Source: an optimization exercise on an open RTL-to-GDS flow (aim: small area). Production flows keep margins and buffers that such runs may drop. In this exercise RTL edits were held to simulation tests only and were not proved equivalent to the original. Power figures rest on the tool's default switching activity, not on a simulated workload.

## build 55
// turn_points_rom
module turn_points_rom(
    input                   clk,
    input                   reset,
    input                   load_raw,
    input [ 1:0]            song,
    input [10:0]            refer_x, refer_y,
    input [ 9:0]            current_block_x, current_block_y,
    input [ 9:0]            x1, y1, x2, y2,
    output reg              fail,
    output                  is_road,
    output [2:0]            debug
    );
    reg        load;
    reg  [8:0] cnt;
    reg        phi;       
    reg  [1:0] wsong;     
    reg        spwrap;    
    reg  [9:0] curx, cury;     
    reg  [9:0] prvx, pry;      
    wire       shift_enable;
    reg  [9:0] s1;
    reg  [9:0] s2;
    reg  [9:0] s3;
    reg  [9:0] s4;
    reg  [9:0] s5;
    reg  [9:0] s6;
    reg  [9:0] s7;
    reg  [9:0] s8;
    reg  [9:0] s9;
    reg  [9:0] s10;
    reg  [9:0] s11;
    reg  [9:0] s12;
    reg  [9:0] s13;
    reg  [9:0] s14;
    reg  [9:0] s15;
    reg  [9:0] s16;
    reg  [9:0] s17;
    reg  [9:0] s18;
    reg  [9:0] s19;
    reg        isc1;
    reg        isc2;
    reg        isc3;
    reg        isc4;
    reg        isc5;
    reg        isc6;
    reg        isc7;
    reg        isc8;
    reg        isc9;
    reg        isc10;
    reg        isc11;
    reg        isc12;
    reg        isc13;
    reg        isc14;
    reg        isc15;
    reg        isc16;
    reg        isc17;
    reg        isc18;
    reg        isc19;
    reg        al1;
    reg        al2;
    reg        al3;
    reg        al4;
    reg        al5;
    reg        al6;
    reg        al7;
    reg        al8;
    reg        al9;
    reg        al10;
    reg        al11;
    reg        al12;
    reg        al13;
    reg        al14;
    reg        al15;
    reg        al16;
    reg        al17;
    reg        al18;
    reg  [4:0] sp_pos;    
    assign debug = {shift_enable, load_raw, fail};
    wire [11:0] rxs = {1'b0, refer_x} + 12'd21;
    wire [11:0] rys = {1'b0, refer_y} + 12'd16;
    assign shift_enable = ({2'b0, prvx} <= rxs) & ({2'b0, pry} <= rys);
    reg [5:0] dlt;
    always @(*) begin
        case ({wsong, cnt})
            {2'd0, 9'd1}: dlt = 6'd4;
            {2'd0, 9'd2}: dlt = 6'd8;
            {2'd0, 9'd3}: dlt = 6'd8;
  ...
==> flow/config.mk <==
export PLATFORM = sky130hd
export DESIGN_NAME = turn_points_rom
export DESIGN_NICKNAME = turn_points_rom
export VERILOG_FILES = /design/flow/design.v
export SDC_FILE = /design/flow/constraint.sdc
export NUM_CORES = 8
export LEC_CHECK = 0
export CAP_MARGIN = 20
export CORE_MARGIN = 2
export CORE_UTILIZATION = 40
export CTS_BUF_LIST = sky130_fd_sc_hd__clkbuf_4
export PLACE_DENSITY = 0.75
export SETUP_SLACK_MARGIN = 0.4
export SLEW_MARGIN = 20
export SYNTH_MEMORY_MAX_BITS = 16384
==> flow/constraint.sdc <==
create_clock -name core_clock -period 10.0 [get_ports {clk}]
set_input_delay 2.0000 -clock core_clock [delete_from_list [all_inputs] [get_ports {clk}]]
set_output_delay 2.0000 -clock core_clock [all_outputs]
set_load 0.01 [all_outputs]
standard.sh (not shown) runs the stock make flow with config.mk's settings and CLKGATE_MAP_FILE= SYNTH_SCRIPT=/design/flow/synth_recipe.tcl, a recipe that flattens the netlist after the stock synthesis.
==> flow/flow/run.sh <==
#!/bin/bash
# Own layout flow: the standard synthesis (same script, same register mapping) with
# two changes to the combinational mapping: Yosys's extract_fa (half/full adder cells)
# is skipped and ABC runs the area-oriented script flow/abc.script instead of ORFS's
# delay script. Then the standard layout steps, with port buffers of buf_2.
set -euo pipefail
W=$(pwd)
F=$W/flow
python3 - "$FLOW_HOME/scripts/synth.tcl" "$W/synth_area.tcl" "$F/abc.script" <<'PY'
import sys
src, dst, script = sys.argv[1:4]
s = open(src).read()
old = "  log_cmd abc {*}$abc_args\n"
assert s.count(old) == 1
new = ("  set abc_args [lreplace $abc_args 1 1 " + script + "]\n"
       "  set i [lsearch $abc_args -D]\n"
       "  if { $i >= 0 } { set abc_args [lreplace $abc_args $i [expr {$i + 1}]] }\n" + old)
s = s.replace(old, new)
old = "  extract_fa {*}[dont_use_extract_fa_args]\n"
assert s.count(old) == 1
s = s.replace(old, "")
open(dst, "w").write(s)
PY
python3 - "$W/synth_recipe.tcl" "$W/synth_top.tcl" "$W/synth_area.tcl" <<'PY'
import sys
src, dst, inner = sys.argv[1:4]
s = open(src).read()
old = "source $::env(SCRIPTS_DIR)/synth.tcl"
assert s.count(old) == 1
open(dst, "w").write(s.replace(old, "source " + inner))
PY
make -C "$FLOW_HOME" DESIGN_CONFIG="$W/config.mk" WORK_HOME="$W/orfs" CLKGATE_MAP_FILE= \
    SYNTH_SCRIPT="$W/synth_top.tcl" synth > "$W/synth.log" 2>&1
bash standard.sh "BUFFER_PORTS_ARGS=-buffer_cell sky130_fd_sc_hd__buf_2" "CTS_ARGS=-sink_clustering_enable -repair_clock_nets -buf_list sky130_fd_sc_hd__clkbuf_4 -dont_use_dummy_load -sink_clustering_size 8 -sink_clustering_max_diameter 40" finish > "$W/layout.log" 2>&1
==> flow/flow/abc.script <==
strash
balance -l
resub -K 6 -l
rewrite -l
resub -K 6 -N 2 -l
refactor -l
resub -K 8 -l
balance -l
resub -K 8 -N 2 -l
rewrite -l
resub -K 10 -l
rewrite -z -l
resub -K 10 -N 2 -l
balance -l
resub -K 12 -l
refactor -z -l
resub -K 12 -N 2 -l
rewrite -z -l
balance -l
&get -n
&get -n
&deepsyn -T 300
&put
dch -f
amap
topo
Relative to build 55, the following input files were edited for build 65:
- SETUP_SLACK_MARGIN changed from 0.4 to 0.3
- PLACE_DENSITY removed (was 0.75)
--- a/flow/flow/run.sh
+++ b/flow/flow/run.sh
@@ -33,2 +33,2 @@
     SYNTH_SCRIPT="$W/synth_top.tcl" synth > "$W/synth.log" 2>&1
-bash standard.sh "BUFFER_PORTS_ARGS=-buffer_cell sky130_fd_sc_hd__buf_2" "CTS_ARGS=-sink_clustering_enable -repair_clock_nets -buf_list sky130_fd_sc_hd__clkbuf_4 -dont_use_dummy_load -sink_clustering_size 8 -sink_clustering_max_diameter 40" finish > "$W/layout.log" 2>&1
+bash standard.sh "BUFFER_PORTS_ARGS=-buffer_cell sky130_fd_sc_hd__buf_2" finish > "$W/layout.log" 2>&1
--- a/flow/flow/abc.script
+++ b/flow/flow/abc.script
@@ -20,7 +20,6 @@
 &get -n
-&get -n
-&deepsyn -T 300
+&deepsyn -T 120
 &put
 dch -f
-amap
+map -a
 topo
### Flow results
- On share of total power in combinational logic: between build 55 and build 65, it ends up lower for build 65.
- Measured against each other, build 55 and build 65 differ in largest net degree at the start of global routing, the lower figure coming from build 55.
- Build 65 packs its core more tightly than build 55.
- Launching instance or port of the critical path: current_block_x[7] -> build 55, wsong[1] -> build 65
The inputs of build 13 differ from those of build 65 as listed below.
- GPL_TIMING_DRIVEN newly set to 0
--- a/flow/flow/run.sh
+++ b/flow/flow/run.sh
@@ -33,2 +33,2 @@
     SYNTH_SCRIPT="$W/synth_top.tcl" synth > "$W/synth.log" 2>&1
-bash standard.sh "BUFFER_PORTS_ARGS=-buffer_cell sky130_fd_sc_hd__buf_2" finish > "$W/layout.log" 2>&1
+bash standard.sh "BUFFER_PORTS_ARGS=-buffer_cell sky130_fd_sc_hd__buf_2" "CTS_ARGS=-sink_clustering_enable -repair_clock_nets -buf_list sky130_fd_sc_hd__clkbuf_4 -dont_use_dummy_load -sink_clustering_size 8 -sink_clustering_max_diameter 40" finish > "$W/layout.log" 2>&1
--- a/flow/flow/abc.script
+++ b/flow/flow/abc.script
@@ -20,2 +20,3 @@
 &get -n
+&get -n
 &deepsyn -T 120
@@ -23,3 +24,5 @@
 dch -f
-map -a
+map -D 4000
 topo
+upsize -D 4000
+dnsize -D 4000
### Flow results
Between build 13 and build 65, the die extent in y figures differ only marginally. The worst hold slack reported for build 13 is smaller than that of build 65 by 0.036 ns. NOTE cell count build 65->build 13 decreased by a few percent. Build 13 ran in full, but the layout does not pass; the checks complain about negative setup slack. Compared to build 65, build 13 shows a narrower setup margin.
Edits applied to the flow inputs when going from build 13 to build 6:
- SETUP_SLACK_MARGIN now 0.4, was 0.3
- GPL_TIMING_DRIVEN no longer set, was 0
--- a/flow/flow/run.sh
+++ b/flow/flow/run.sh
@@ -33,2 +33,2 @@
     SYNTH_SCRIPT="$W/synth_top.tcl" synth > "$W/synth.log" 2>&1
-bash standard.sh "BUFFER_PORTS_ARGS=-buffer_cell sky130_fd_sc_hd__buf_2" "CTS_ARGS=-sink_clustering_enable -repair_clock_nets -buf_list sky130_fd_sc_hd__clkbuf_4 -dont_use_dummy_load -sink_clustering_size 8 -sink_clustering_max_diameter 40" finish > "$W/layout.log" 2>&1
+bash standard.sh "BUFFER_PORTS_ARGS=-buffer_cell sky130_fd_sc_hd__buf_2" "CTS_ARGS=-sink_clustering_enable -repair_clock_nets -buf_list sky130_fd_sc_hd__clkbuf_4 -dont_use_dummy_load -sink_clustering_size 10 -sink_clustering_max_diameter 50" finish > "$W/layout.log" 2>&1
--- a/flow/flow/abc.script
+++ b/flow/flow/abc.script
@@ -24,5 +24,3 @@
 dch -f
-map -D 4000
+amap
 topo
-upsize -D 4000
-dnsize -D 4000
### Flow results
Build 6 reached the end of the flow, and the finished layout is clean on the timing, design-rule and antenna checks. Synthesized cell count (lower): build 6. Critical path depth, build 6 and build 13: lower on build 13. Going from build 13 to build 6, the via count was found to have gone down by 204. Synthesized area sits lower in build 6 than in build 13. Starting utilization of the core area on build 6 is up relative to build 13. Compared with build 13, post-layout total power in build 6 decreased by a few percent. Relative to build 13, the total clock network power measured on build 6 has decreased by more than 10%.
The inputs of build 62 differ from those of build 6 as listed below.
- changing CORE_UTILIZATION from 40 to 45
- changing CTS_BUF_LIST from sky130_fd_sc_hd__clkbuf_4 to sky130_fd_sc_hd__clkbuf_8
--- a/flow/flow/run.sh
+++ b/flow/flow/run.sh
@@ -33,2 +33,2 @@
     SYNTH_SCRIPT="$W/synth_top.tcl" synth > "$W/synth.log" 2>&1
-bash standard.sh "BUFFER_PORTS_ARGS=-buffer_cell sky130_fd_sc_hd__buf_2" "CTS_ARGS=-sink_clustering_enable -repair_clock_nets -buf_list sky130_fd_sc_hd__clkbuf_4 -dont_use_dummy_load -sink_clustering_size 10 -sink_clustering_max_diameter 50" finish > "$W/layout.log" 2>&1
+bash standard.sh "BUFFER_PORTS_ARGS=-buffer_cell sky130_fd_sc_hd__buf_2" "CTS_ARGS=-sink_clustering_enable -repair_clock_nets -buf_list sky130_fd_sc_hd__clkbuf_8 -dont_use_dummy_load -sink_clustering_size 20 -sink_clustering_max_diameter 60" finish > "$W/layout.log" 2>&1
--- a/flow/flow/abc.script
+++ b/flow/flow/abc.script
@@ -21,3 +21,3 @@
 &get -n
-&deepsyn -T 120
+&deepsyn -T 300
 &put
Results
Proportion of cell area occupied by multi-input gates in build 62 is 0.44 points above build 6.
Sequential share of the synthesized area up 0.27 points in build 62 wrt build 6
Sort build 62 and build 6 by clock share of power asc -> top: build 62
Sequential power share in build 62 vs build 6: down 5.3 points
Build 62 vs build 6: final critical-path share of the clock period down
Routability congestion estimate from global placement grows by a few percent when moving from build 6 to build 62.
Build 62 against build 6: total power draw higher; post-route worst hold slack higher.

separate check: timing with driven ports:
How much do the figures lean on ideal ports? The routed layouts below were timed once more, with nothing changed but the port constraints.
Step 1 (the two cells are an assumption about what drives the block):
set clk [get_ports {clk}]
set_driving_cell -lib_cell sky130_fd_sc_hd__clkbuf_16 $clk
set_driving_cell -lib_cell sky130_fd_sc_hd__buf_2 [delete_from_list [all_inputs] $clk]
Step 2 also shifts input and output timing later by t, the mid clock arrival at the registers, as if the neighbouring blocks saw the same clock.
Three values: no drivers, after step 1, after step 2; two values: the first two.
| run | shift t [ns] | setup WS [ns] | worst register clock-pin slew, ns |
|---|---|---|---|
| build 55 | 0.930 | 0.721 / 0.668 / 0.668 | 0.10 / 0.10 |
| build 65 | 0.963 | 0.527 / 0.463 / 0.667 | 0.08 / 0.08 |
| build 13 | 0.899 | -0.111 / -0.132 / -0.132 | 0.10 / 0.10 |
| build 6 | 0.925 | 0.510 / 0.446 / 0.567 | 0.12 / 0.12 |
| build 62 | 0.716 | 0.946 / 0.920 / 0.920 | 0.12 / 0.12 |
The setup slack of build 55, which loses most, moves by -0.053 ns with the drivers and by -0.053 ns with both steps.
